What follows belongs to an exercise in optimizing a design on an open flow for small area; a production flow would make more cautious choices.
In this exercise RTL edits were held to simulation tests only and were not proved equivalent to the original.
The clock port is modelled as an ideal driver, which makes a skipped or thinned clock tree look cheaper than it is; a real chip needs a root buffer or a tree.
Power figures rest on the tool's default switching activity, not on a simulated workload.

Setup of tundra:
==> flow/design.v <==
`timescale 1ns / 1ps
module VBEncoder(input CLK,
            input rst,
			input [7:0] INT4,input [7:0] INT3, input [7:0] INT2, input [7:0] INT1,
            input START,
            output READY,
			output [7:0] STREAM);
wire [31:0] v = {INT4, INT3, INT2, INT1};
wire [6:0] g4 = {3'b000, v[31:28]};
wire [6:0] g3 = v[27:21];
wire [6:0] g2 = v[20:14];
wire [6:0] g1 = v[13:7];
wire [6:0] g0 = v[6:0];
reg [2:0] c;
reg [6:0] data;
wire idle  =  c[2] & ~c[1] & ~c[0];
wire load  = ~c[1] &  c[0];
wire sent4 = ~c[2] & ~c[1];
wire sent3 = ~c[2] &  c[1] & ~c[0];
wire sent2 = ~c[2] &  c[0];
wire sent1 =  c[2] &  c[1] &  c[0];
wire sent0 =  c[2] &  c[1] & ~c[0];
wire lr = load & ~rst;
wire t3 = lr & ~|g4;
wire t2 = t3 & ~|g3;
wire t1 = t2 & ~|g2;
wire t0 = t1 & ~|g1;
wire s4 = lr;
wire s3 = ~rst & sent4 | t3;
wire s2 = ~rst & sent3 | t2;
wire s1 = ~rst & sent2 | t1;
wire s0 = ~rst & sent1 | t0;
wire [2:0] n;
assign n[2] = s0 | s1 | rst | c[2] & ~c[0];
assign n[1] = s0 | s1 | s2 | s3;
assign n[0] = (s1 | s2) & ~s0 | idle & START & ~rst;
always @(posedge CLK) begin
	c <= n;
	data <= ({7{s4}} & g4) | ({7{s3}} & g3) | ({7{s2}} & g2) | ({7{s1}} & g1) | ({7{s0}} & g0);
end
assign READY = idle;
assign STREAM = {sent0, data};
endmodule
==> flow/config.mk <==
export PLATFORM = sky130hd
export DESIGN_NAME = VBEncoder
export DESIGN_NICKNAME = VBEncoder
export VERILOG_FILES = /design/flow/design.v
export SDC_FILE = /design/flow/constraint.sdc
export NUM_CORES = 4
export LEC_CHECK = 0
export CAP_MARGIN = 20
export CORE_AREA = 3 3 65 65
export CTS_BUF_LIST = sky130_fd_sc_hd__clkbuf_2
export DIE_AREA = 0 0 68 68
export SLEW_MARGIN = 20
==> flow/constraint.sdc <==
create_clock -name core_clock -period 8.0 [get_ports {CLK}]
set_input_delay 1.6000 -clock core_clock [delete_from_list [all_inputs] [get_ports {CLK}]]
set_output_delay 1.6000 -clock core_clock [all_outputs]
set_load 0.01 [all_outputs]
standard.sh (not shown) runs the stock make flow with config.mk's settings and CLKGATE_MAP_FILE= SYNTH_SCRIPT=/design/flow/synth_recipe.tcl, a recipe that flattens the netlist after the stock synthesis.
==> flow/flow/run.sh <==
#!/bin/bash
# Layout flow: the standard ORFS layout with these changes:
#  - synthesis: the standard synthesis script, except that the ABC call that
#    maps the combinational logic tries the area scripts in flow/abc/ and keeps
#    the smallest result (area_synth.tcl). The flip-flops must come out exactly
#    as in the standard synthesis (names and cells); if not, the standard
#    netlist is used.
#  - the port buffers are buf_1 rather than the cell buffer_ports picks.
set -euo pipefail
HERE=$(pwd)
RES=$HERE/orfs/results/$FLOW_PLATFORM/VBEncoder/base
bash standard.sh synth > make_synth_standard.log 2>&1
cp $RES/1_2_yosys.v $HERE/yosys_standard.v
rm -f $RES/1_*
mkdir -p $HERE/area_synth
AREA_SYNTH_DIR=$HERE/flow/abc AREA_SYNTH_OUT=$HERE/area_synth \
  bash standard.sh SYNTH_SCRIPT=$HERE/flow/area_synth.tcl synth > make_synth_area.log 2>&1
flops() { grep -oE 'sky130_fd_sc_hd__[a-z]*df[a-z0-9_]* +[^ ]+' "$1" | sort; }
if ! diff <(flops $HERE/yosys_standard.v) <(flops $RES/1_2_yosys.v) > flops_diff.log; then
  echo "flip-flops differ from the standard synthesis; using the standard netlist" | tee -a flops_diff.log
  rm -f $RES/1_*
  bash standard.sh synth > make_synth_standard2.log 2>&1
fi
flops $RES/1_2_yosys.v > flops.log
bash standard.sh 'BUFFER_PORTS_ARGS=-buffer_cell sky130_fd_sc_hd__buf_1' finish > make_finish.log 2>&1
Other scripts of this flow, unchanged in this note and not shown: flow/flow/abc/a.abc, flow/flow/abc/b.abc, flow/flow/abc/c.abc, flow/flow/abc/d.abc, flow/flow/abc/e.abc, flow/flow/area_synth.tcl
Setup changes, tundra to violet
-- flow/flow/run.sh --
<<< tundra, line 8
#  - the port buffers are buf_1 rather than the cell buffer_ports picks.
set -euo pipefail
>>> violet, line 8
#  - the port buffers are buf_1 rather than the cell buffer_ports picks.
#  - the clock tree is a single buffer (post_cts.tcl, run after CTS).
set -euo pipefail
<<< tundra, line 24
flops $RES/1_2_yosys.v > flops.log
bash standard.sh 'BUFFER_PORTS_ARGS=-buffer_cell sky130_fd_sc_hd__buf_1' finish > make_finish.log 2>&1
>>> violet, line 25
flops $RES/1_2_yosys.v > flops.log
ONE_CLKBUF=sky130_fd_sc_hd__clkbuf_4 bash standard.sh 'BUFFER_PORTS_ARGS=-buffer_cell sky130_fd_sc_hd__buf_1' "POST_CTS_TCL=$HERE/flow/post_cts.tcl" finish > make_finish.log 2>&1
==> flow/flow/post_cts.tcl (new file) <==
# POST_CTS_TCL hook: the design has 10 flip-flops, so one clock buffer can
# drive them all. Replace the tree that CTS built (a root buffer and leaf
# buffers) by its root buffer alone, driving every clock sink, placed at the
# sinks' centre. Every flip-flop is then one buffer from the clock port.
set block [ord::get_db_block]
set db [ord::get_db]
set root [$block findInst clkbuf_0_CLK]
if { $root == "NULL" } { error "post_cts.tcl: no root clock buffer clkbuf_0_CLK" }
set rootnet [[$root findITerm X] getNet]
foreach inst [$block getInsts] {
  set name [$inst getName]
  if { $inst == $root } { continue }
  if { ![string match clkbuf_* $name] && ![string match clkload* $name] } { continue }
  set out [$inst findITerm X]
  if { $out == "NULL" } { set out [$inst findITerm Y] }
  set net [$out getNet]
  puts "post_cts.tcl: removing $name ([[$inst getMaster] getName])"
  if { $net != "NULL" } {
    foreach it [$net getITerms] {
      if { [$it getInst] == $inst } { continue }
      $it disconnect
      $it connect $rootnet
    }
  }
  odb::dbInst_destroy $inst
  if { $net != "NULL" } { odb::dbNet_destroy $net }
}
$root swapMaster [$db findMaster $::env(ONE_CLKBUF)]
# centre of the sinks
set n 0; set sx 0; set sy 0
foreach it [$rootnet getITerms] {
  if { [$it getInst] == $root } { continue }
  set b [[$it getInst] getBBox]
  set sx [expr {$sx + ([$b xMin] + [$b xMax]) / 2}]
  set sy [expr {$sy + ([$b yMin] + [$b yMax]) / 2}]
  incr n
}
puts "post_cts.tcl: $n clock sinks on [$rootnet getName]"
$root setLocation [expr {$sx / $n}] [expr {$sy / $n}]
$root setPlacementStatus PLACED
global_connect
detailed_placement
check_placement -verbose
estimate_parasitics -placement
report_clock_min_period
report_check_types -max_slew -max_capacitance
## What came out
- Relative to tundra, slack of the critical path decreased by 0.077 ns in violet.
- From violet to tundra, total of max-cap violations did not move at all.
- Summary — cell internal power dissipation, violet relative to tundra: lower, by about 5.5%.
- violet vs. tundra: clock skew shrank by 0.0076 ns, final wirelength held steady, via count normalized by instance count shrank by 0.052.

==> separate check: timing with driven ports <==
In the flow no input, the clock included, has a driving cell. The finished layouts below were timed again as built, in two steps.
Step 1 (the two cells are an assumption about what drives the block):
set clk [get_ports {CLK}]
set_driving_cell -lib_cell sky130_fd_sc_hd__clkbuf_16 $clk
set_driving_cell -lib_cell sky130_fd_sc_hd__buf_2 [delete_from_list [all_inputs] $clk]
Step 2 times the ports against the registers' clock, not the clock port: input delays grow and output delays shrink by t, the midpoint of the rising clock arrivals with the driver on.
a / b / c = ideal / step 1 / step 2; a / b = the first two.
run	t (ns)	setup slack, ns	hold WS [ns]	slew at the worst register clock pin (ns)	pins driven straight from the clock port
tundra	0.265	4.775 / 4.772 / 4.507	0.612 / 0.612 / 0.612	0.09 / 0.09	1
violet	0.185	4.698 / 4.698 / 4.512	0.618 / 0.618 / 0.618	0.10 / 0.10	1
After both steps setup and hold are still met in every run listed. For tundra, which loses most, drivers alone change the setup slack by -0.003 ns; drivers and shift together by -0.268 ns.
